This design comes from an exercise in tuning for small area on the open sky130 flow, not from production work.
In this exercise RTL edits were held to simulation tests only and were not proved equivalent to the original.
In this run the design's own scripts or RTL, not TritonCTS, make the clock network.
The clock port is modelled as an ideal driver, which makes a skipped or thinned clock tree look cheaper than it is; a real chip needs a root buffer or a tree.
Power and IR drop assume default switching activity.

==> design.v <==
`timescale 1ns / 1ps
module Elevator(input CLK,
                input RST,
                input [1:0] mode,
                input [3:0] request,
                output [3:0] currentFloor1,
                output [3:0] currentFloor2,
                output doorOpen1,
                output doorOpen2,
                output [3:0] listingLeds,
                output listBusy,
                output reg state);
reg  [31:0] poolv;
reg        lb;
reg  [2:0]  lk;
reg  [3:0]  floor1, floor2;
wire [3:0] pool [0:9];
wire [7:0] nz;
wire [7:0] m;
genvar g;
generate for (g = 0; g < 8; g = g + 1) begin : g_slot
  assign pool[g] = poolv[4*g +: 4];
  assign nz[g] = (pool[g] != 4'd0);
  assign m[g]  = (pool[g] == request);
end endgenerate
assign pool[8] = 4'd0;
assign pool[9] = 4'd0;
assign currentFloor1 = floor1;
assign currentFloor2 = floor2;
assign doorOpen1 = ~state | ~nz[0];
assign doorOpen2 = ~state | ~nz[1];
assign listBusy = lb;
assign listingLeds = lb ? pool[lk] : 4'd0;
wire idle = ~state;
wire work = state | (mode == 2'd3);
wire add  = idle & (mode == 2'd0) & ~|m & ~nz[7];
wire del  = idle & (mode == 2'd2) & (request != 4'd0);
wire lst  = idle & (mode == 2'd1);
wire [7:0] s;
assign s[0] = m[0];
generate for (g = 1; g < 8; g = g + 1) begin : g_pre
  assign s[g] = s[g-1] | m[g];
end endgenerate
wire delok = del & s[7];
wire [7:0] w;
assign w[0] = ~nz[0];
generate for (g = 1; g < 8; g = g + 1) begin : g_w
  assign w[g] = ~nz[g] & nz[g-1];
end endgenerate
wire r1 = state & ~nz[0];
wire r2 = state & ~nz[1];
wire [3:0] e1 = r1 ? pool[2] : pool[0];
wire [3:0] e2 = r2 ? (r1 ? pool[3] : pool[2]) : pool[1];
wire sh2 = r1 & r2;
wire sh1 = r1 ^ r2;
wire [4:0] d1 = {1'b0, e1} - {1'b0, floor1};
wire [4:0] d2 = {1'b0, e2} - {1'b0, floor2};
wire up1 = ~d1[4] & (d1[3:0] != 4'd0);
wire up2 = ~d2[4] & (d2[3:0] != 4'd0);
wire dn1 = d1[4] & (e1 != 4'd0);
wire dn2 = d2[4] & (e2 != 4'd0);
wire [3:0] nf1 = floor1 + {dn1, dn1, dn1, up1 | dn1};
wire [3:0] nf2 = floor2 + {dn2, dn2, dn2, up2 | dn2};
wire adj1 = (d1 == 5'd0) | (d1 == 5'd1) | (d1 == 5'h1f) | (e1 == 4'd0);
wire adj2 = (d2 == 5'd0) | (d2 == 5'd1) | (d2 == 5'h1f) | (e2 == 4'd0);
wire [3:0] nt1 = adj1 ? 4'd0 : e1;
wire [3:0] nt2 = adj2 ? 4'd0 : e2;
wire head_nz = sh2 ? nz[4] : sh1 ? nz[3] : nz[2];
wire nstate = ~adj1 | ~adj2 | head_nz;
wire [2:0] ln = lb ? lk + 3'd1 : 3'd0;
wire lnb = nz[ln] & ~(lb & (lk == 3'd7));
wire nrst = ~RST;
wire wk_s2 = nrst & work & sh2;
wire wk_s1 = nrst & work & sh1;
wire wk_k  = nrst & work & ~sh1 & ~sh2;
wire id_a  = nrst & ~work & add;
wire id_d  = nrst & ~work & delok;
wire id_k  = nrst & ~work;
wire nt1s  = nrst & work & ~adj1;
wire nt2s  = nrst & work & ~adj2;
wire [31:0] poolnx;
generate for (g = 0; g < 8; g = g + 1) begin : g_next
  wire sd = id_d & s[g];
  wire sk = (id_k & ~(delok & s[g])) | ((g >= 2) ? wk_k : 1'b0);
  wire s1 = sd | ((g >= 2) ? wk_s1 : 1'b0);
  wire s2 = (g >= 2) ? wk_s2 : 1'b0;
  wire sr = id_a & w[g];
  wire [3:0] tn = (g == 0) ? ({4{nt1s}} & e1) : (g == 1) ? ({4{nt2s}} & e2) : 4'd0;
  assign poolnx[4*g +: 4] = ({4{sk}} & pool[g]) | ({4{s1}} & pool[g+1]) |
                            ({4{s2}} & pool[g+2]) | ({4{sr}} & request) | tn;
end endgenerate
always @(posedge CLK) begin
  poolv <= poolnx;
  if (RST) begin
    lb <= 1'b0;
    floor1 <= 4'd1;
    floor2 <= 4'd1;
    state <= 1'b0;
  end else begin
    if (work) begin
      floor1 <= nf1;
      floor2 <= nf2;
      state <= nstate;
      lb <= 1'b0;
    end else if (add | delok) begin
      lb <= 1'b0;
    end else if (lst) begin
      lb <= lnb;
      lk <= ln;
    end
  end
end
endmodule
==> flow/run.sh <==
#!/bin/bash
# Own flow:
#  1. the standard synthesis (standard.sh synth);
#  2. its combinational logic re-mapped for area with ABC, keeping every
#     flip-flop instance, name and cell (resynth.tcl; several ABC scripts are
#     tried and the smallest netlist is kept);
#  3. the standard layout from floorplan on, with buf_1 port buffers,
#     no large buffers for repair_design (resize_dont_use.tcl) and a
#     one-level clock tree built by hand before CTS (cts_manual.tcl).
# Each tool's output goes to a log file of its own in this folder.
set -euo pipefail
W=$(pwd)
F=$W/flow
YOSYS=$FLOW_HOME/../tools/install/yosys/bin/yosys
[ -x "$YOSYS" ] || YOSYS=yosys
R=$W/orfs/results/$FLOW_PLATFORM/Elevator/base
LIB=$FLOW_HOME/platforms/$FLOW_PLATFORM/lib/sky130_fd_sc_hd__tt_025C_1v80.lib

bash standard.sh synth > $W/log_std_synth.log 2>&1
cp $R/1_2_yosys.v $W/std_1_2_yosys.v

scripts="e2"
for i in $(seq 1 23); do scripts="$scripts e2s$i"; done
run_batch() {
  local pids=()
  for s in "$@"; do
    ( cd $W && FLOW_TOP=$FLOW_TOP LIBERTY=$LIB IN_V=$W/std_1_2_yosys.v ABC_SCRIPT=$F/$s.abc \
        OUT_V=$W/rs_$s.v OUT_STAT=$W/rs_$s.stat \
        timeout 900 $YOSYS -c $F/resynth.tcl > $W/log_resynth_$s.log 2>&1 ) &
    pids+=($!)
  done
  for p in "${pids[@]}"; do wait $p || true; done
}
# four at a time (the layout has 4 CPUs)
set -- $scripts
while [ $# -gt 0 ]; do
  batch=()
  for j in 1 2 3 4; do [ $# -gt 0 ] && { batch+=("$1"); shift; }; done
  run_batch "${batch[@]}"
done

best=""; besta=""
for s in $scripts; do
  [ -s $W/rs_$s.v ] && [ -s $W/rs_$s.stat ] || continue
  a=$(grep 'Chip area' $W/rs_$s.stat | awk '{print $NF}')
  [ -n "$a" ] || continue
  if [ -z "$besta" ] || awk "BEGIN{exit !($a < $besta)}"; then best=$s; besta=$a; fi
done
echo "resynth choice: ${best:-none} ${besta:-}" > $W/log_choice.log
if [ -n "$best" ]; then
  cp $W/rs_$best.v $R/1_2_yosys.v
  rm -f $R/1_synth.odb $R/1_synth.sdc
fi

export BUFFER_PORTS_ARGS="-buffer_cell sky130_fd_sc_hd__buf_1"
export PRE_CTS_TCL=$F/cts_manual.tcl
export MANUAL_CTS_SLEW=0.110
export PRE_RESIZE_TCL=$F/resize_dont_use.tcl
bash standard.sh finish "BUFFER_PORTS_ARGS=$BUFFER_PORTS_ARGS" "PRE_CTS_TCL=$PRE_CTS_TCL" "PRE_RESIZE_TCL=$PRE_RESIZE_TCL" > $W/log_std_finish.log 2>&1
==> flow/cts_manual.tcl <==
# PRE_CTS_TCL hook: a one-level clock tree made by hand.  The clock port
# drives K clock buffers of one type; each drives one cluster of flip-flops
# (k-means on their placed positions, from four different starts).  The
# (K, buffer) pairs are tried from the smallest total buffer area up, and the
# first whose estimated slew at every flip-flop clock pin is below the target
# is kept.  TritonCTS is then
# skipped.
set cts_slew  [expr {[info exists ::env(MANUAL_CTS_SLEW)] ? $::env(MANUAL_CTS_SLEW) : 0.100}]

proc mcts_kmeans {sinks K init} {
  set n [llength $sinks]
  set keyed {}
  foreach s $sinks {
    set x [lindex $s 1]; set y [lindex $s 2]
    switch $init {
      0 { set key $x }
      1 { set key $y }
      2 { set key [expr {$x + $y}] }
      default { set key [expr {$x - $y}] }
    }
    lappend keyed [list $key $s]
  }
  set sorted {}
  foreach ks [lsort -integer -index 0 $keyed] { lappend sorted [lindex $ks 1] }
  set cents {}
  for {set k 0} {$k < $K} {incr k} {
    set s [lindex $sorted [expr {int(($k + 0.5) * $n / $K)}]]
    lappend cents [list [lindex $s 1] [lindex $s 2]]
  }
  set assign {}
  for {set iter 0} {$iter < 30} {incr iter} {
    set assign {}
    foreach s $sinks {
      set best 0; set bd 1e30
      for {set k 0} {$k < $K} {incr k} {
        set c [lindex $cents $k]
        set d [expr {abs([lindex $s 1] - [lindex $c 0]) + abs([lindex $s 2] - [lindex $c 1])}]
        if {$d < $bd} { set bd $d; set best $k }
      }
      lappend assign $best
    }
    set newc {}
    for {set k 0} {$k < $K} {incr k} {
      set sx 0; set sy 0; set m 0
      foreach s $sinks a $assign {
        if {$a == $k} { set sx [expr {$sx + [lindex $s 1]}]; set sy [expr {$sy + [lindex $s 2]}]; incr m }
      }
      if {$m > 0} { lappend newc [list [expr {$sx / $m}] [expr {$sy / $m}]] } else { lappend newc [lindex $cents $k] }
    }
    set cents $newc
  }
  return [list $assign $cents]
}

set block [ord::get_db_block]
set cts_port [expr {[info exists ::env(MANUAL_CTS_PORT)] ? $::env(MANUAL_CTS_PORT) : "CLK"}]
set clk_port_net [[$block findBTerm $cts_port] getNet]
$clk_port_net setSigType CLOCK
set sinks {}
foreach it [$clk_port_net getITerms] {
  set b [[$it getInst] getBBox]
  lappend sinks [list $it [expr {([$b xMin] + [$b xMax]) / 2}] [expr {([$b yMin] + [$b yMax]) / 2}]]
}
set core [$block getCoreArea]
set_propagated_clock [all_clocks]
set cands {}
foreach bn {sky130_fd_sc_hd__clkbuf_4 sky130_fd_sc_hd__clkbuf_8 sky130_fd_sc_hd__clkbuf_16} {
  set bm [[ord::get_db] findMaster $bn]
  for {set K 1} {$K <= 4} {incr K} {
    lappend cands [list [expr {$K * [$bm getWidth]}] $K $bn]
  }
}
set cands [lsort -integer -index 0 $cands]
set ncand [llength $cands]
set ci 0
set tries {}
foreach cand $cands { foreach init {0 1 2 3} { lappend tries [concat $cand $init] } }
set ncand [llength $tries]
foreach cand $tries {
  incr ci
  lassign $cand _ K cts_buf init
  set master [[ord::get_db] findMaster $cts_buf]
  if {$K > [llength $sinks]} { continue }
  lassign [mcts_kmeans $sinks $K $init] assign cents
  set made {}
  for {set k 0} {$k < $K} {incr k} {
    set inst [odb::dbInst_create $block $master clkbuf_leaf_$k]
    set net [odb::dbNet_create $block clknet_leaf_$k]
    $net setSigType CLOCK
    foreach s $sinks a $assign {
      if {$a == $k} { set it [lindex $s 0]; $it disconnect; $it connect $net }
    }
    [$inst findITerm A] connect $clk_port_net
    [$inst findITerm X] connect $net
    set c [lindex $cents $k]
    set x [expr {max([$core xMin], min([$core xMax] - [$master getWidth], [lindex $c 0]))}]
    set y [expr {max([$core yMin], min([$core yMax] - [$master getHeight], [lindex $c 1]))}]
    $inst setLocation $x $y
    $inst setPlacementStatus PLACED
    lappend made [list $inst $net]
  }
  estimate_parasitics -placement
  set mx 0
  foreach s $sinks {
    set it [lindex $s 0]
    set p [get_pins [[$it getInst] getName]/[[$it getMTerm] getName]]
    set sl [get_property $p slew_max]
    if {$sl > $mx} { set mx $sl }
  }
  puts "manual CTS: $K x $cts_buf (start $init), estimated max clock pin slew [format %.1f [expr {$mx * 1000.0}]] ps"
  if {$mx <= $cts_slew || $ci == $ncand} { break }
  foreach m $made {
    lassign $m inst net
    foreach it [$net getITerms] { $it disconnect; if {[$it getInst] ne $inst} { $it connect $clk_port_net } }
    odb::dbInst_destroy $inst
    odb::dbNet_destroy $net
  }
}

rename clock_tree_synthesis mcts_unused_clock_tree_synthesis
proc clock_tree_synthesis {args} { puts "clock tree already built by the PRE_CTS_TCL hook" }
==> flow/e2.abc <==
strash
balance -l; resub -K 6 -l; rewrite -l; resub -K 6 -N 2 -l; refactor -l; resub -K 8 -l; balance -l; resub -K 8 -N 2 -l; rewrite -l; resub -K 10 -l; rewrite -z -l; resub -K 10 -N 2 -l; balance -l; resub -K 12 -l; refactor -z -l; resub -K 12 -N 2 -l; rewrite -z -l; balance -l
balance -l; resub -K 6 -l; rewrite -l; resub -K 6 -N 2 -l; refactor -l; resub -K 8 -l; balance -l; resub -K 8 -N 2 -l; rewrite -l; resub -K 10 -l; rewrite -z -l; resub -K 10 -N 2 -l; balance -l; resub -K 12 -l; refactor -z -l; resub -K 12 -N 2 -l; rewrite -z -l; balance -l
&get -n
&deepsyn -T 60
&put
balance -l; resub -K 6 -l; rewrite -l; resub -K 6 -N 2 -l; refactor -l; resub -K 8 -l; balance -l; resub -K 8 -N 2 -l; rewrite -l; resub -K 10 -l; rewrite -z -l; resub -K 10 -N 2 -l; balance -l; resub -K 12 -l; refactor -z -l; resub -K 12 -N 2 -l; rewrite -z -l; balance -l
&get -n
&dch -f
&nf -a -F 5 -A 5 -R 1000
&put
strash
&get -n
&dch -f
&nf -a -F 5 -A 5 -R 1000
&put
==> flow/e2s1.abc <==
strash
balance -l; resub -K 6 -l; rewrite -l; resub -K 6 -N 2 -l; refactor -l; resub -K 8 -l; balance -l; resub -K 8 -N 2 -l; rewrite -l; resub -K 10 -l; rewrite -z -l; resub -K 10 -N 2 -l; balance -l; resub -K 12 -l; refactor -z -l; resub -K 12 -N 2 -l; rewrite -z -l; balance -l
balance -l; resub -K 6 -l; rewrite -l; resub -K 6 -N 2 -l; refactor -l; resub -K 8 -l; balance -l; resub -K 8 -N 2 -l; rewrite -l; resub -K 10 -l; rewrite -z -l; resub -K 10 -N 2 -l; balance -l; resub -K 12 -l; refactor -z -l; resub -K 12 -N 2 -l; rewrite -z -l; balance -l
&get -n
&deepsyn -S 1 -T 60
&put
balance -l; resub -K 6 -l; rewrite -l; resub -K 6 -N 2 -l; refactor -l; resub -K 8 -l; balance -l; resub -K 8 -N 2 -l; rewrite -l; resub -K 10 -l; rewrite -z -l; resub -K 10 -N 2 -l; balance -l; resub -K 12 -l; refactor -z -l; resub -K 12 -N 2 -l; rewrite -z -l; balance -l
&get -n
&dch -f
&nf -a -F 5 -A 5 -R 1000
&put
strash
&get -n
&dch -f
&nf -a -F 5 -A 5 -R 1000
&put
==> flow/e2s10.abc <==
strash
balance -l; resub -K 6 -l; rewrite -l; resub -K 6 -N 2 -l; refactor -l; resub -K 8 -l; balance -l; resub -K 8 -N 2 -l; rewrite -l; resub -K 10 -l; rewrite -z -l; resub -K 10 -N 2 -l; balance -l; resub -K 12 -l; refactor -z -l; resub -K 12 -N 2 -l; rewrite -z -l; balance -l
balance -l; resub -K 6 -l; rewrite -l; resub -K 6 -N 2 -l; refactor -l; resub -K 8 -l; balance -l; resub -K 8 -N 2 -l; rewrite -l; resub -K 10 -l; rewrite -z -l; resub -K 10 -N 2 -l; balance -l; resub -K 12 -l; refactor -z -l; resub -K 12 -N 2 -l; rewrite -z -l; balance -l
&get -n
&deepsyn -S 10 -T 60
&put
balance -l; resub -K 6 -l; rewrite -l; resub -K 6 -N 2 -l; refactor -l; resub -K 8 -l; balance -l; resub -K 8 -N 2 -l; rewrite -l; resub -K 10 -l; rewrite -z -l; resub -K 10 -N 2 -l; balance -l; resub -K 12 -l; refactor -z -l; resub -K 12 -N 2 -l; rewrite -z -l; balance -l
&get -n
&dch -f
&nf -a -F 5 -A 5 -R 1000
&put
strash
&get -n
&dch -f
&nf -a -F 5 -A 5 -R 1000
&put
==> flow/e2s11.abc <==
strash
balance -l; resub -K 6 -l; rewrite -l; resub -K 6 -N 2 -l; refactor -l; resub -K 8 -l; balance -l; resub -K 8 -N 2 -l; rewrite -l; resub -K 10 -l; rewrite -z -l; resub -K 10 -N 2 -l; balance -l; resub -K 12 -l; refactor -z -l; resub -K 12 -N 2 -l; rewrite -z -l; balance -l
balance -l; resub -K 6 -l; rewrite -l; resub -K 6 -N 2 -l; refactor -l; resub -K 8 -l; balance -l; resub -K 8 -N 2 -l; rewrite -l; resub -K 10 -l; rewrite -z -l; resub -K 10 -N 2 -l; balance -l; resub -K 12 -l; refactor -z -l; resub -K 12 -N 2 -l; rewrite -z -l; balance -l
&get -n
&deepsyn -S 11 -T 60
&put
balance -l; resub -K 6 -l; rewrite -l; resub -K 6 -N 2 -l; refactor -l; resub -K 8 -l; balance -l; resub -K 8 -N 2 -l; rewrite -l; resub -K 10 -l; rewrite -z -l; resub -K 10 -N 2 -l; balance -l; resub -K 12 -l; refactor -z -l; resub -K 12 -N 2 -l; rewrite -z -l; balance -l
&get -n
&dch -f
&nf -a -F 5 -A 5 -R 1000
&put
strash
&get -n
&dch -f
&nf -a -F 5 -A 5 -R 1000
&put
==> flow/e2s12.abc <==
strash
balance -l; resub -K 6 -l; rewrite -l; resub -K 6 -N 2 -l; refactor -l; resub -K 8 -l; balance -l; resub -K 8 -N 2 -l; rewrite -l; resub -K 10 -l; rewrite -z -l; resub -K 10 -N 2 -l; balance -l; resub -K 12 -l; refactor -z -l; resub -K 12 -N 2 -l; rewrite -z -l; balance -l
balance -l; resub -K 6 -l; rewrite -l; resub -K 6 -N 2 -l; refactor -l; resub -K 8 -l; balance -l; resub -K 8 -N 2 -l; rewrite -l; resub -K 10 -l; rewrite -z -l; resub -K 10 -N 2 -l; balance -l; resub -K 12 -l; refactor -z -l; resub -K 12 -N 2 -l; rewrite -z -l; balance -l
&get -n
&deepsyn -S 12 -T 60
&put
balance -l; resub -K 6 -l; rewrite -l; resub -K 6 -N 2 -l; refactor -l; resub -K 8 -l; balance -l; resub -K 8 -N 2 -l; rewrite -l; resub -K 10 -l; rewrite -z -l; resub -K 10 -N 2 -l; balance -l; resub -K 12 -l; refactor -z -l; resub -K 12 -N 2 -l; rewrite -z -l; balance -l
&get -n
&dch -f
&nf -a -F 5 -A 5 -R 1000
&put
strash
&get -n
&dch -f
&nf -a -F 5 -A 5 -R 1000
&put
==> flow/e2s13.abc <==
strash
balance -l; resub -K 6 -l; rewrite -l; resub -K 6 -N 2 -l; refactor -l; resub -K 8 -l; balance -l; resub -K 8 -N 2 -l; rewrite -l; resub -K 10 -l; rewrite -z -l; resub -K 10 -N 2 -l; balance -l; resub -K 12 -l; refactor -z -l; resub -K 12 -N 2 -l; rewrite -z -l; balance -l
balance -l; resub -K 6 -l; rewrite -l; resub -K 6 -N 2 -l; refactor -l; resub -K 8 -l; balance -l; resub -K 8 -N 2 -l; rewrite -l; resub -K 10 -l; rewrite -z -l; resub -K 10 -N 2 -l; balance -l; resub -K 12 -l; refactor -z -l; resub -K 12 -N 2 -l; rewrite -z -l; balance -l
&get -n
&deepsyn -S 13 -T 60
&put
balance -l; resub -K 6 -l; rewrite -l; resub -K 6 -N 2 -l; refactor -l; resub -K 8 -l; balance -l; resub -K 8 -N 2 -l; rewrite -l; resub -K 10 -l; rewrite -z -l; resub -K 10 -N 2 -l; balance -l; resub -K 12 -l; refactor -z -l; resub -K 12 -N 2 -l; rewrite -z -l; balance -l
&get -n
&dch -f
&nf -a -F 5 -A 5 -R 1000
&put
strash
&get -n
&dch -f
&nf -a -F 5 -A 5 -R 1000
&put
==> flow/e2s14.abc <==
strash
balance -l; resub -K 6 -l; rewrite -l; resub -K 6 -N 2 -l; refactor -l; resub -K 8 -l; balance -l; resub -K 8 -N 2 -l; rewrite -l; resub -K 10 -l; rewrite -z -l; resub -K 10 -N 2 -l; balance -l; resub -K 12 -l; refactor -z -l; resub -K 12 -N 2 -l; rewrite -z -l; balance -l
balance -l; resub -K 6 -l; rewrite -l; resub -K 6 -N 2 -l; refactor -l; resub -K 8 -l; balance -l; resub -K 8 -N 2 -l; rewrite -l; resub -K 10 -l; rewrite -z -l; resub -K 10 -N 2 -l; balance -l; resub -K 12 -l; refactor -z -l; resub -K 12 -N 2 -l; rewrite -z -l; balance -l
&get -n
&deepsyn -S 14 -T 60
&put
balance -l; resub -K 6 -l; rewrite -l; resub -K 6 -N 2 -l; refactor -l; resub -K 8 -l; balance -l; resub -K 8 -N 2 -l; rewrite -l; resub -K 10 -l; rewrite -z -l; resub -K 10 -N 2 -l; balance -l; resub -K 12 -l; refactor -z -l; resub -K 12 -N 2 -l; rewrite -z -l; balance -l
&get -n
&dch -f
&nf -a -F 5 -A 5 -R 1000
&put
strash
&get -n
&dch -f
&nf -a -F 5 -A 5 -R 1000
&put
==> flow/e2s15.abc <==
strash
balance -l; resub -K 6 -l; rewrite -l; resub -K 6 -N 2 -l; refactor -l; resub -K 8 -l; balance -l; resub -K 8 -N 2 -l; rewrite -l; resub -K 10 -l; rewrite -z -l; resub -K 10 -N 2 -l; balance -l; resub -K 12 -l; refactor -z -l; resub -K 12 -N 2 -l; rewrite -z -l; balance -l
balance -l; resub -K 6 -l; rewrite -l; resub -K 6 -N 2 -l; refactor -l; resub -K 8 -l; balance -l; resub -K 8 -N 2 -l; rewrite -l; resub -K 10 -l; rewrite -z -l; resub -K 10 -N 2 -l; balance -l; resub -K 12 -l; refactor -z -l; resub -K 12 -N 2 -l; rewrite -z -l; balance -l
&get -n
&deepsyn -S 15 -T 60
&put
balance -l; resub -K 6 -l; rewrite -l; resub -K 6 -N 2 -l; refactor -l; resub -K 8 -l; balance -l; resub -K 8 -N 2 -l; rewrite -l; resub -K 10 -l; rewrite -z -l; resub -K 10 -N 2 -l; balance -l; resub -K 12 -l; refactor -z -l; resub -K 12 -N 2 -l; rewrite -z -l; balance -l
&get -n
&dch -f
&nf -a -F 5 -A 5 -R 1000
&put
strash
&get -n
&dch -f
&nf -a -F 5 -A 5 -R 1000
&put
==> flow/e2s16.abc <==
strash
balance -l; resub -K 6 -l; rewrite -l; resub -K 6 -N 2 -l; refactor -l; resub -K 8 -l; balance -l; resub -K 8 -N 2 -l; rewrite -l; resub -K 10 -l; rewrite -z -l; resub -K 10 -N 2 -l; balance -l; resub -K 12 -l; refactor -z -l; resub -K 12 -N 2 -l; rewrite -z -l; balance -l
balance -l; resub -K 6 -l; rewrite -l; resub -K 6 -N 2 -l; refactor -l; resub -K 8 -l; balance -l; resub -K 8 -N 2 -l; rewrite -l; resub -K 10 -l; rewrite -z -l; resub -K 10 -N 2 -l; balance -l; resub -K 12 -l; refactor -z -l; resub -K 12 -N 2 -l; rewrite -z -l; balance -l
&get -n
&deepsyn -S 16 -T 60
&put
balance -l; resub -K 6 -l; rewrite -l; resub -K 6 -N 2 -l; refactor -l; resub -K 8 -l; balance -l; resub -K 8 -N 2 -l; rewrite -l; resub -K 10 -l; rewrite -z -l; resub -K 10 -N 2 -l; balance -l; resub -K 12 -l; refactor -z -l; resub -K 12 -N 2 -l; rewrite -z -l; balance -l
&get -n
&dch -f
&nf -a -F 5 -A 5 -R 1000
&put
strash
&get -n
&dch -f
&nf -a -F 5 -A 5 -R 1000
&put
==> flow/e2s17.abc <==
strash
balance -l; resub -K 6 -l; rewrite -l; resub -K 6 -N 2 -l; refactor -l; resub -K 8 -l; balance -l; resub -K 8 -N 2 -l; rewrite -l; resub -K 10 -l; rewrite -z -l; resub -K 10 -N 2 -l; balance -l; resub -K 12 -l; refactor -z -l; resub -K 12 -N 2 -l; rewrite -z -l; balance -l
balance -l; resub -K 6 -l; rewrite -l; resub -K 6 -N 2 -l; refactor -l; resub -K 8 -l; balance -l; resub -K 8 -N 2 -l; rewrite -l; resub -K 10 -l; rewrite -z -l; resub -K 10 -N 2 -l; balance -l; resub -K 12 -l; refactor -z -l; resub -K 12 -N 2 -l; rewrite -z -l; balance -l
&get -n
&deepsyn -S 17 -T 60
&put
balance -l; resub -K 6 -l; rewrite -l; resub -K 6 -N 2 -l; refactor -l; resub -K 8 -l; balance -l; resub -K 8 -N 2 -l; rewrite -l; resub -K 10 -l; rewrite -z -l; resub -K 10 -N 2 -l; balance -l; resub -K 12 -l; refactor -z -l; resub -K 12 -N 2 -l; rewrite -z -l; balance -l
&get -n
&dch -f
&nf -a -F 5 -A 5 -R 1000
&put
strash
&get -n
&dch -f
&nf -a -F 5 -A 5 -R 1000
&put
==> flow/e2s18.abc <==
strash
balance -l; resub -K 6 -l; rewrite -l; resub -K 6 -N 2 -l; refactor -l; resub -K 8 -l; balance -l; resub -K 8 -N 2 -l; rewrite -l; resub -K 10 -l; rewrite -z -l; resub -K 10 -N 2 -l; balance -l; resub -K 12 -l; refactor -z -l; resub -K 12 -N 2 -l; rewrite -z -l; balance -l
balance -l; resub -K 6 -l; rewrite -l; resub -K 6 -N 2 -l; refactor -l; resub -K 8 -l; balance -l; resub -K 8 -N 2 -l; rewrite -l; resub -K 10 -l; rewrite -z -l; resub -K 10 -N 2 -l; balance -l; resub -K 12 -l; refactor -z -l; resub -K 12 -N 2 -l; rewrite -z -l; balance -l
&get -n
&deepsyn -S 18 -T 60
&put
balance -l; resub -K 6 -l; rewrite -l; resub -K 6 -N 2 -l; refactor -l; resub -K 8 -l; balance -l; resub -K 8 -N 2 -l; rewrite -l; resub -K 10 -l; rewrite -z -l; resub -K 10 -N 2 -l; balance -l; resub -K 12 -l; refactor -z -l; resub -K 12 -N 2 -l; rewrite -z -l; balance -l
&get -n
&dch -f
&nf -a -F 5 -A 5 -R 1000
&put
strash
&get -n
&dch -f
&nf -a -F 5 -A 5 -R 1000
&put
==> flow/e2s19.abc <==
strash
balance -l; resub -K 6 -l; rewrite -l; resub -K 6 -N 2 -l; refactor -l; resub -K 8 -l; balance -l; resub -K 8 -N 2 -l; rewrite -l; resub -K 10 -l; rewrite -z -l; resub -K 10 -N 2 -l; balance -l; resub -K 12 -l; refactor -z -l; resub -K 12 -N 2 -l; rewrite -z -l; balance -l
balance -l; resub -K 6 -l; rewrite -l; resub -K 6 -N 2 -l; refactor -l; resub -K 8 -l; balance -l; resub -K 8 -N 2 -l; rewrite -l; resub -K 10 -l; rewrite -z -l; resub -K 10 -N 2 -l; balance -l; resub -K 12 -l; refactor -z -l; resub -K 12 -N 2 -l; rewrite -z -l; balance -l
&get -n
&deepsyn -S 19 -T 60
&put
balance -l; resub -K 6 -l; rewrite -l; resub -K 6 -N 2 -l; refactor -l; resub -K 8 -l; balance -l; resub -K 8 -N 2 -l; rewrite -l; resub -K 10 -l; rewrite -z -l; resub -K 10 -N 2 -l; balance -l; resub -K 12 -l; refactor -z -l; resub -K 12 -N 2 -l; rewrite -z -l; balance -l
&get -n
&dch -f
&nf -a -F 5 -A 5 -R 1000
&put
strash
&get -n
&dch -f
&nf -a -F 5 -A 5 -R 1000
&put
==> flow/e2s2.abc <==
strash
balance -l; resub -K 6 -l; rewrite -l; resub -K 6 -N 2 -l; refactor -l; resub -K 8 -l; balance -l; resub -K 8 -N 2 -l; rewrite -l; resub -K 10 -l; rewrite -z -l; resub -K 10 -N 2 -l; balance -l; resub -K 12 -l; refactor -z -l; resub -K 12 -N 2 -l; rewrite -z -l; balance -l
balance -l; resub -K 6 -l; rewrite -l; resub -K 6 -N 2 -l; refactor -l; resub -K 8 -l; balance -l; resub -K 8 -N 2 -l; rewrite -l; resub -K 10 -l; rewrite -z -l; resub -K 10 -N 2 -l; balance -l; resub -K 12 -l; refactor -z -l; resub -K 12 -N 2 -l; rewrite -z -l; balance -l
&get -n
&deepsyn -S 2 -T 60
&put
balance -l; resub -K 6 -l; rewrite -l; resub -K 6 -N 2 -l; refactor -l; resub -K 8 -l; balance -l; resub -K 8 -N 2 -l; rewrite -l; resub -K 10 -l; rewrite -z -l; resub -K 10 -N 2 -l; balance -l; resub -K 12 -l; refactor -z -l; resub -K 12 -N 2 -l; rewrite -z -l; balance -l
&get -n
&dch -f
&nf -a -F 5 -A 5 -R 1000
&put
strash
&get -n
&dch -f
&nf -a -F 5 -A 5 -R 1000
&put
==> flow/e2s20.abc <==
strash
balance -l; resub -K 6 -l; rewrite -l; resub -K 6 -N 2 -l; refactor -l; resub -K 8 -l; balance -l; resub -K 8 -N 2 -l; rewrite -l; resub -K 10 -l; rewrite -z -l; resub -K 10 -N 2 -l; balance -l; resub -K 12 -l; refactor -z -l; resub -K 12 -N 2 -l; rewrite -z -l; balance -l
balance -l; resub -K 6 -l; rewrite -l; resub -K 6 -N 2 -l; refactor -l; resub -K 8 -l; balance -l; resub -K 8 -N 2 -l; rewrite -l; resub -K 10 -l; rewrite -z -l; resub -K 10 -N 2 -l; balance -l; resub -K 12 -l; refactor -z -l; resub -K 12 -N 2 -l; rewrite -z -l; balance -l
&get -n
&deepsyn -S 20 -T 60
&put
balance -l; resub -K 6 -l; rewrite -l; resub -K 6 -N 2 -l; refactor -l; resub -K 8 -l; balance -l; resub -K 8 -N 2 -l; rewrite -l; resub -K 10 -l; rewrite -z -l; resub -K 10 -N 2 -l; balance -l; resub -K 12 -l; refactor -z -l; resub -K 12 -N 2 -l; rewrite -z -l; balance -l
&get -n
&dch -f
&nf -a -F 5 -A 5 -R 1000
&put
strash
&get -n
&dch -f
&nf -a -F 5 -A 5 -R 1000
&put
==> flow/e2s21.abc <==
strash
balance -l; resub -K 6 -l; rewrite -l; resub -K 6 -N 2 -l; refactor -l; resub -K 8 -l; balance -l; resub -K 8 -N 2 -l; rewrite -l; resub -K 10 -l; rewrite -z -l; resub -K 10 -N 2 -l; balance -l; resub -K 12 -l; refactor -z -l; resub -K 12 -N 2 -l; rewrite -z -l; balance -l
balance -l; resub -K 6 -l; rewrite -l; resub -K 6 -N 2 -l; refactor -l; resub -K 8 -l; balance -l; resub -K 8 -N 2 -l; rewrite -l; resub -K 10 -l; rewrite -z -l; resub -K 10 -N 2 -l; balance -l; resub -K 12 -l; refactor -z -l; resub -K 12 -N 2 -l; rewrite -z -l; balance -l
&get -n
&deepsyn -S 21 -T 60
&put
balance -l; resub -K 6 -l; rewrite -l; resub -K 6 -N 2 -l; refactor -l; resub -K 8 -l; balance -l; resub -K 8 -N 2 -l; rewrite -l; resub -K 10 -l; rewrite -z -l; resub -K 10 -N 2 -l; balance -l; resub -K 12 -l; refactor -z -l; resub -K 12 -N 2 -l; rewrite -z -l; balance -l
&get -n
&dch -f
&nf -a -F 5 -A 5 -R 1000
&put
strash
&get -n
&dch -f
&nf -a -F 5 -A 5 -R 1000
&put
==> flow/e2s22.abc <==
strash
balance -l; resub -K 6 -l; rewrite -l; resub -K 6 -N 2 -l; refactor -l; resub -K 8 -l; balance -l; resub -K 8 -N 2 -l; rewrite -l; resub -K 10 -l; rewrite -z -l; resub -K 10 -N 2 -l; balance -l; resub -K 12 -l; refactor -z -l; resub -K 12 -N 2 -l; rewrite -z -l; balance -l
balance -l; resub -K 6 -l; rewrite -l; resub -K 6 -N 2 -l; refactor -l; resub -K 8 -l; balance -l; resub -K 8 -N 2 -l; rewrite -l; resub -K 10 -l; rewrite -z -l; resub -K 10 -N 2 -l; balance -l; resub -K 12 -l; refactor -z -l; resub -K 12 -N 2 -l; rewrite -z -l; balance -l
&get -n
&deepsyn -S 22 -T 60
&put
balance -l; resub -K 6 -l; rewrite -l; resub -K 6 -N 2 -l; refactor -l; resub -K 8 -l; balance -l; resub -K 8 -N 2 -l; rewrite -l; resub -K 10 -l; rewrite -z -l; resub -K 10 -N 2 -l; balance -l; resub -K 12 -l; refactor -z -l; resub -K 12 -N 2 -l; rewrite -z -l; balance -l
&get -n
&dch -f
&nf -a -F 5 -A 5 -R 1000
&put
strash
&get -n
&dch -f
&nf -a -F 5 -A 5 -R 1000
&put
==> flow/e2s23.abc <==
strash
balance -l; resub -K 6 -l; rewrite -l; resub -K 6 -N 2 -l; refactor -l; resub -K 8 -l; balance -l; resub -K 8 -N 2 -l; rewrite -l; resub -K 10 -l; rewrite -z -l; resub -K 10 -N 2 -l; balance -l; resub -K 12 -l; refactor -z -l; resub -K 12 -N 2 -l; rewrite -z -l; balance -l
balance -l; resub -K 6 -l; rewrite -l; resub -K 6 -N 2 -l; refactor -l; resub -K 8 -l; balance -l; resub -K 8 -N 2 -l; rewrite -l; resub -K 10 -l; rewrite -z -l; resub -K 10 -N 2 -l; balance -l; resub -K 12 -l; refactor -z -l; resub -K 12 -N 2 -l; rewrite -z -l; balance -l
&get -n
&deepsyn -S 23 -T 60
&put
balance -l; resub -K 6 -l; rewrite -l; resub -K 6 -N 2 -l; refactor -l; resub -K 8 -l; balance -l; resub -K 8 -N 2 -l; rewrite -l; resub -K 10 -l; rewrite -z -l; resub -K 10 -N 2 -l; balance -l; resub -K 12 -l; refactor -z -l; resub -K 12 -N 2 -l; rewrite -z -l; balance -l
&get -n
&dch -f
&nf -a -F 5 -A 5 -R 1000
&put
strash
&get -n
&dch -f
&nf -a -F 5 -A 5 -R 1000
&put
==> flow/e2s3.abc <==
strash
balance -l; resub -K 6 -l; rewrite -l; resub -K 6 -N 2 -l; refactor -l; resub -K 8 -l; balance -l; resub -K 8 -N 2 -l; rewrite -l; resub -K 10 -l; rewrite -z -l; resub -K 10 -N 2 -l; balance -l; resub -K 12 -l; refactor -z -l; resub -K 12 -N 2 -l; rewrite -z -l; balance -l
balance -l; resub -K 6 -l; rewrite -l; resub -K 6 -N 2 -l; refactor -l; resub -K 8 -l; balance -l; resub -K 8 -N 2 -l; rewrite -l; resub -K 10 -l; rewrite -z -l; resub -K 10 -N 2 -l; balance -l; resub -K 12 -l; refactor -z -l; resub -K 12 -N 2 -l; rewrite -z -l; balance -l
&get -n
&deepsyn -S 3 -T 60
&put
balance -l; resub -K 6 -l; rewrite -l; resub -K 6 -N 2 -l; refactor -l; resub -K 8 -l; balance -l; resub -K 8 -N 2 -l; rewrite -l; resub -K 10 -l; rewrite -z -l; resub -K 10 -N 2 -l; balance -l; resub -K 12 -l; refactor -z -l; resub -K 12 -N 2 -l; rewrite -z -l; balance -l
&get -n
&dch -f
&nf -a -F 5 -A 5 -R 1000
&put
strash
&get -n
&dch -f
&nf -a -F 5 -A 5 -R 1000
&put
==> flow/e2s4.abc <==
strash
balance -l; resub -K 6 -l; rewrite -l; resub -K 6 -N 2 -l; refactor -l; resub -K 8 -l; balance -l; resub -K 8 -N 2 -l; rewrite -l; resub -K 10 -l; rewrite -z -l; resub -K 10 -N 2 -l; balance -l; resub -K 12 -l; refactor -z -l; resub -K 12 -N 2 -l; rewrite -z -l; balance -l
balance -l; resub -K 6 -l; rewrite -l; resub -K 6 -N 2 -l; refactor -l; resub -K 8 -l; balance -l; resub -K 8 -N 2 -l; rewrite -l; resub -K 10 -l; rewrite -z -l; resub -K 10 -N 2 -l; balance -l; resub -K 12 -l; refactor -z -l; resub -K 12 -N 2 -l; rewrite -z -l; balance -l
&get -n
&deepsyn -S 4 -T 60
&put
balance -l; resub -K 6 -l; rewrite -l; resub -K 6 -N 2 -l; refactor -l; resub -K 8 -l; balance -l; resub -K 8 -N 2 -l; rewrite -l; resub -K 10 -l; rewrite -z -l; resub -K 10 -N 2 -l; balance -l; resub -K 12 -l; refactor -z -l; resub -K 12 -N 2 -l; rewrite -z -l; balance -l
&get -n
&dch -f
&nf -a -F 5 -A 5 -R 1000
&put
strash
&get -n
&dch -f
&nf -a -F 5 -A 5 -R 1000
&put
==> flow/e2s5.abc <==
strash
balance -l; resub -K 6 -l; rewrite -l; resub -K 6 -N 2 -l; refactor -l; resub -K 8 -l; balance -l; resub -K 8 -N 2 -l; rewrite -l; resub -K 10 -l; rewrite -z -l; resub -K 10 -N 2 -l; balance -l; resub -K 12 -l; refactor -z -l; resub -K 12 -N 2 -l; rewrite -z -l; balance -l
balance -l; resub -K 6 -l; rewrite -l; resub -K 6 -N 2 -l; refactor -l; resub -K 8 -l; balance -l; resub -K 8 -N 2 -l; rewrite -l; resub -K 10 -l; rewrite -z -l; resub -K 10 -N 2 -l; balance -l; resub -K 12 -l; refactor -z -l; resub -K 12 -N 2 -l; rewrite -z -l; balance -l
&get -n
&deepsyn -S 5 -T 60
&put
balance -l; resub -K 6 -l; rewrite -l; resub -K 6 -N 2 -l; refactor -l; resub -K 8 -l; balance -l; resub -K 8 -N 2 -l; rewrite -l; resub -K 10 -l; rewrite -z -l; resub -K 10 -N 2 -l; balance -l; resub -K 12 -l; refactor -z -l; resub -K 12 -N 2 -l; rewrite -z -l; balance -l
&get -n
&dch -f
&nf -a -F 5 -A 5 -R 1000
&put
strash
&get -n
&dch -f
&nf -a -F 5 -A 5 -R 1000
&put
==> flow/e2s6.abc <==
strash
balance -l; resub -K 6 -l; rewrite -l; resub -K 6 -N 2 -l; refactor -l; resub -K 8 -l; balance -l; resub -K 8 -N 2 -l; rewrite -l; resub -K 10 -l; rewrite -z -l; resub -K 10 -N 2 -l; balance -l; resub -K 12 -l; refactor -z -l; resub -K 12 -N 2 -l; rewrite -z -l; balance -l
balance -l; resub -K 6 -l; rewrite -l; resub -K 6 -N 2 -l; refactor -l; resub -K 8 -l; balance -l; resub -K 8 -N 2 -l; rewrite -l; resub -K 10 -l; rewrite -z -l; resub -K 10 -N 2 -l; balance -l; resub -K 12 -l; refactor -z -l; resub -K 12 -N 2 -l; rewrite -z -l; balance -l
&get -n
&deepsyn -S 6 -T 60
&put
balance -l; resub -K 6 -l; rewrite -l; resub -K 6 -N 2 -l; refactor -l; resub -K 8 -l; balance -l; resub -K 8 -N 2 -l; rewrite -l; resub -K 10 -l; rewrite -z -l; resub -K 10 -N 2 -l; balance -l; resub -K 12 -l; refactor -z -l; resub -K 12 -N 2 -l; rewrite -z -l; balance -l
&get -n
&dch -f
&nf -a -F 5 -A 5 -R 1000
&put
strash
&get -n
&dch -f
&nf -a -F 5 -A 5 -R 1000
&put
==> flow/e2s7.abc <==
strash
balance -l; resub -K 6 -l; rewrite -l; resub -K 6 -N 2 -l; refactor -l; resub -K 8 -l; balance -l; resub -K 8 -N 2 -l; rewrite -l; resub -K 10 -l; rewrite -z -l; resub -K 10 -N 2 -l; balance -l; resub -K 12 -l; refactor -z -l; resub -K 12 -N 2 -l; rewrite -z -l; balance -l
balance -l; resub -K 6 -l; rewrite -l; resub -K 6 -N 2 -l; refactor -l; resub -K 8 -l; balance -l; resub -K 8 -N 2 -l; rewrite -l; resub -K 10 -l; rewrite -z -l; resub -K 10 -N 2 -l; balance -l; resub -K 12 -l; refactor -z -l; resub -K 12 -N 2 -l; rewrite -z -l; balance -l
&get -n
&deepsyn -S 7 -T 60
&put
balance -l; resub -K 6 -l; rewrite -l; resub -K 6 -N 2 -l; refactor -l; resub -K 8 -l; balance -l; resub -K 8 -N 2 -l; rewrite -l; resub -K 10 -l; rewrite -z -l; resub -K 10 -N 2 -l; balance -l; resub -K 12 -l; refactor -z -l; resub -K 12 -N 2 -l; rewrite -z -l; balance -l
&get -n
&dch -f
&nf -a -F 5 -A 5 -R 1000
&put
strash
&get -n
&dch -f
&nf -a -F 5 -A 5 -R 1000
&put
==> flow/e2s8.abc <==
strash
balance -l; resub -K 6 -l; rewrite -l; resub -K 6 -N 2 -l; refactor -l; resub -K 8 -l; balance -l; resub -K 8 -N 2 -l; rewrite -l; resub -K 10 -l; rewrite -z -l; resub -K 10 -N 2 -l; balance -l; resub -K 12 -l; refactor -z -l; resub -K 12 -N 2 -l; rewrite -z -l; balance -l
balance -l; resub -K 6 -l; rewrite -l; resub -K 6 -N 2 -l; refactor -l; resub -K 8 -l; balance -l; resub -K 8 -N 2 -l; rewrite -l; resub -K 10 -l; rewrite -z -l; resub -K 10 -N 2 -l; balance -l; resub -K 12 -l; refactor -z -l; resub -K 12 -N 2 -l; rewrite -z -l; balance -l
&get -n
&deepsyn -S 8 -T 60
&put
balance -l; resub -K 6 -l; rewrite -l; resub -K 6 -N 2 -l; refactor -l; resub -K 8 -l; balance -l; resub -K 8 -N 2 -l; rewrite -l; resub -K 10 -l; rewrite -z -l; resub -K 10 -N 2 -l; balance -l; resub -K 12 -l; refactor -z -l; resub -K 12 -N 2 -l; rewrite -z -l; balance -l
&get -n
&dch -f
&nf -a -F 5 -A 5 -R 1000
&put
strash
&get -n
&dch -f
&nf -a -F 5 -A 5 -R 1000
&put
==> flow/e2s9.abc <==
strash
balance -l; resub -K 6 -l; rewrite -l; resub -K 6 -N 2 -l; refactor -l; resub -K 8 -l; balance -l; resub -K 8 -N 2 -l; rewrite -l; resub -K 10 -l; rewrite -z -l; resub -K 10 -N 2 -l; balance -l; resub -K 12 -l; refactor -z -l; resub -K 12 -N 2 -l; rewrite -z -l; balance -l
balance -l; resub -K 6 -l; rewrite -l; resub -K 6 -N 2 -l; refactor -l; resub -K 8 -l; balance -l; resub -K 8 -N 2 -l; rewrite -l; resub -K 10 -l; rewrite -z -l; resub -K 10 -N 2 -l; balance -l; resub -K 12 -l; refactor -z -l; resub -K 12 -N 2 -l; rewrite -z -l; balance -l
&get -n
&deepsyn -S 9 -T 60
&put
balance -l; resub -K 6 -l; rewrite -l; resub -K 6 -N 2 -l; refactor -l; resub -K 8 -l; balance -l; resub -K 8 -N 2 -l; rewrite -l; resub -K 10 -l; rewrite -z -l; resub -K 10 -N 2 -l; balance -l; resub -K 12 -l; refactor -z -l; resub -K 12 -N 2 -l; rewrite -z -l; balance -l
&get -n
&dch -f
&nf -a -F 5 -A 5 -R 1000
&put
strash
&get -n
&dch -f
&nf -a -F 5 -A 5 -R 1000
&put
==> flow/resize_dont_use.tcl <==
# PRE_RESIZE_TCL hook: repair_design fixes the few slow, heavily loaded nets
# with small buffers or resizing rather than with the largest buffers.
set_dont_use [list sky130_fd_sc_hd__buf_6 sky130_fd_sc_hd__buf_8 sky130_fd_sc_hd__buf_12 \
  sky130_fd_sc_hd__buf_16 sky130_fd_sc_hd__bufbuf_8 sky130_fd_sc_hd__bufbuf_16 \
  sky130_fd_sc_hd__clkbuf_8 sky130_fd_sc_hd__clkbuf_16]
==> flow/resynth.tcl <==
# Re-map the combinational logic of the standard synthesis netlist for area.
# The flip-flops stay as they are (same instances, names and cells).
yosys -import
set lib $::env(LIBERTY)
read_liberty -ignore_miss_func $lib
read_verilog $::env(IN_V)
hierarchy -top $::env(FLOW_TOP)
blackbox sky130_fd_sc_hd__dfxtp_* sky130_fd_sc_hd__edfxtp_* sky130_fd_sc_hd__dfrtp_* sky130_fd_sc_hd__dfstp_* sky130_fd_sc_hd__dfxbp_* sky130_fd_sc_hd__dfrbp_* sky130_fd_sc_hd__dfsbp_* sky130_fd_sc_hd__dfbbp_* sky130_fd_sc_hd__dfbbn_* sky130_fd_sc_hd__dfrtn_* sky130_fd_sc_hd__sdf* sky130_fd_sc_hd__sedf* sky130_fd_sc_hd__dl*
flatten
hierarchy -top $::env(FLOW_TOP)
opt -purge
abc -script $::env(ABC_SCRIPT) -liberty $lib -dont_use *probe* -dont_use *lpflow* -dont_use *clkinv* -dont_use *clkbuf* -dont_use *dly* -dont_use *clkdly*
opt_clean -purge
hilomap -singleton -hicell sky130_fd_sc_hd__conb_1 HI -locell sky130_fd_sc_hd__conb_1 LO
splitnets
opt_clean -purge
tee -o $::env(OUT_STAT) stat -liberty $lib
write_verilog -noattr -nohex -nodec $::env(OUT_V)
==> standard.sh <==
#!/bin/bash
# synth_recipe.tcl (not shown) runs the flow's synth.tcl, then flattens the netlist and writes it again
# the make line also repeats each setting of config.mk as NAME=value (left out here)
make -C /OpenROAD-flow-scripts/flow DESIGN_CONFIG=/design/flow/config.mk WORK_HOME=/design/flow/orfs CLKGATE_MAP_FILE= SYNTH_SCRIPT=/design/flow/synth_recipe.tcl "${@:-finish}"
==> config.mk <==
export PLATFORM = sky130hd
export DESIGN_NAME = Elevator
export DESIGN_NICKNAME = Elevator
export VERILOG_FILES = /design/flow/design.v
export SDC_FILE = /design/flow/constraint.sdc
export NUM_CORES = 4
export LEC_CHECK = 0
export CAP_MARGIN = 20
export CORE_MARGIN = 2
export CORE_UTILIZATION = 70
export GPL_TIMING_DRIVEN = 0
export PLACE_DENSITY = 0.85
export SLEW_MARGIN = 20
==> constraint.sdc <==
create_clock -name core_clock -period 10.0 [get_ports {CLK}]
set_input_delay 2.0000 -clock core_clock [delete_from_list [all_inputs] [get_ports {CLK}]]
set_output_delay 2.0000 -clock core_clock [all_outputs]
set_load 0.01 [all_outputs]
==> summary.md <==
| Metric | Value |
|---|---|
| Vias in the first global route | 2814 |
| Post-synth net total | 392 |
| GRT Total Usage | between 30% and 40% |
| Routed Antenna Nets | 0 |
| Critical Path Sink Type | flop |
| Cells after synthesis | ~380 |
| Global Route met3 Usage | 6.09% |
| Met1 Usage GRT | slightly below 50% |
| WL/cell | a little under 20 um |
| Layout cells sized above 1 | roughly 1.2% |
| PwrDens | 105 nW/um^2 |
| Vias per cell | about 7.2 |
| Setup repair bufs after CTS | 0 |
| Nets | 421 |
| First-pass GRT wire length | 13.7 mm |
| Clock latency at the later pin of the worst-skew pair | 0.16 ns |
| Final worst slack | 4.15 ns |
| CP top delay family | compound AO/OA/AOI/OAI gates |
| Ant. Diodes | 0 |
| Met2 Usage GRT | 62.9% |
| Critical path fanouts, max | 12 |
| DR iter-0 viols | 531 |
| Core ar. | between 4000 and 5000 um^2 |
| Filler cells | 320 |
| Most used cell, CP | o41ai_1 |
| Post-Syn Area per Cell | 7.53 um^2 |
| Die area | 4660 um^2 |
| I/O pin count | 24 |
| Synth Warn # | 1 |
| Fmax achieved | around 170 MHz |
| Grt ovf | 0 |
| Slowest stage delay, CP | 0.61 ns |
| Final setup fails | 0 |
| CTS resizes | 0 |
| Slowest CP cell | buf_1 |
| Total wire length | 8.88 mm |
| Hold-fix buffers, CTS | 0 |
| WS Path Type | in2reg |
| Max-slew violation count | 0 |
| Port-buffer cells | 23 |
| WP data arrival | about 6 ns |
| Tmin final | roughly 6 ns |
| Static leakage | 0.00111 uW |
| Skew final | ~0.016 ns |
| Crit path buffers/inverters | 1 |
| Fin util | 77.4% |
| Max VDD drop | 0.0792 mV |
| Dpl cell area | 3050 um^2 |
| Chip width | 68.3 um |
| Max-Cap Viols | 0 |
| Sum Neg Setup Slack | 0 ns |
| Outcome | no timing/DRC/antenna violations |
| First-pass DRT Iterations | 6 |
| Place WS | 4.15 ns |
| Post-layout instance area | 3090 um^2 |
| WP data required | 10.07 ns |
| Min-delay worst type | reg2reg |
| Largest net degree at the start of global routing | 20 |
| RSZ-0062 raised after global routing | no |
| HPWL Detailed | 6.29 mm |
| Most Used Layer, Global Route | met2 |
| Routed via count | 3314 |
| Global placement routability congestion | between 1 and 1.5 |
| Relative slew slack | about a third |
| Die H | 68.3 um |
| Initial Util | 72.3% |
| Hold Fails Final Rpt | 0 |
| Final period util | slightly below 60% |
| Clock slew at reported path FFs | 0.11 ns |
| Core Rows | 23 |
| Setup crit start kind | input pin |
| Post-synthesis cell area | 2890 um^2 |
| Antenna violations before repair | 0 |
| Layout area overhead | 6.96% |
| Hold slack final | 0.552 ns |
| Worst-Margin Slew | between 1 and 1.5 ns |
| Critical path, cell by cell | buf_1, xnor2_1, nand4_1, o41a_1, o41a_1, o41ai_1, a41oi_1, o41ai_1, a41oi_1, o41ai_1, nor3_1, nand2_1, nor3_1, nand2_1, nor2_1, a21oi_1, o21ai_0 |
| Residual DRC count | 0 |
worst paths after layout:
check	slack (ns)	startpoint	depth (start not counted)	end
setup / recovery	4.15	request[3]	17	poolv[2]
hold / removal	0.55	poolv[30]	2	poolv[26]
setup reg to reg	5.69	poolv[0]	14	floor2[2]
hold reg to reg	0.55	poolv[30]	2	poolv[26]
area by class of cell:
cell class	instances	area (um^2)	area share (%)
Timing Repair Buffer	24	91.3	2.95
Buffer	3	41.3	1.33
Sequential cell	45	931	30.1
Tap cell	50	62.6	2.02
Multi-Input combinational cell	335	1950	63.1
Inverter	4	15.0	0.485
power by group:
group	total, uW	internal, uW	switching (uW)
sequential	189	184	4.82
combinational	61.0	20.2	40.8
clock	74.6	27.8	46.8
cells in the final DEF, fill, tap and decap left out, drive strengths merged, types with 5 or more instances in the layout:
| cell type | count |
|---|---|
| or4 | 5 |
| nand2 | 53 |
| nor4 | 6 |
| a22oi | 8 |
| xnor2 | 14 |
| buf | 24 |
| o21ai | 48 |
| xor2 | 20 |
| nand2b | 6 |
| nand3 | 5 |
| o211ai | 5 |
| a222oi | 15 |
| dfxtp | 42 |
| a21oi | 32 |
| o22ai | 10 |
| nor3 | 18 |
| or3 | 6 |
| nor2 | 47 |
worst reg2reg max path: cells and delay by family (launching register included):
kind            cells  cell delay (ns)
compound gates      5             1.46
flops               1             0.39
simple gates        9             2.36
metrics by stage:
step	cells	total power [uW]
floorplan	384	233
global placement	457	250
detailed placement	458	252
CTS	461	322
global route	461	336
finish	461	324
registers in the layout (all words and copies together), names as in the netlist:
name / cells
lk: 3
state: 1
lb: 1
floor2: 4
floor1: 4
poolv: 32
routing by layer:
metal	vias up	share of wire (%)
met4	0	2.6
met5	-	0
met3	35	11
met1	1492	40
met2	250	47
li1	1537	-

## static timing again, ports no longer ideal
In the flow no input, the clock included, has a driving cell. The finished layout below was timed again as built, in two steps. Step 1: set_driving_cell puts a clkbuf_16 on CLK and a buf_2 on each other input, an assumption about the parent block. Step 2 moves the port delays by t, midway between the first and last clock arrival at a register: inputs arrive t later, outputs are due t later. That takes back most of the time a late clock gives input paths. Three values: ideal ports, drivers, drivers and shift; two values: the first two.
t (ns): 0.204
slack for setup (ns): 4.147 / 4.171 / 3.967
clock arrival spread, ns: 0.016 / 0.016
After both steps this run still meets setup and hold. For this run, drivers alone change the setup slack by +0.024 ns; drivers and shift together by -0.180 ns.
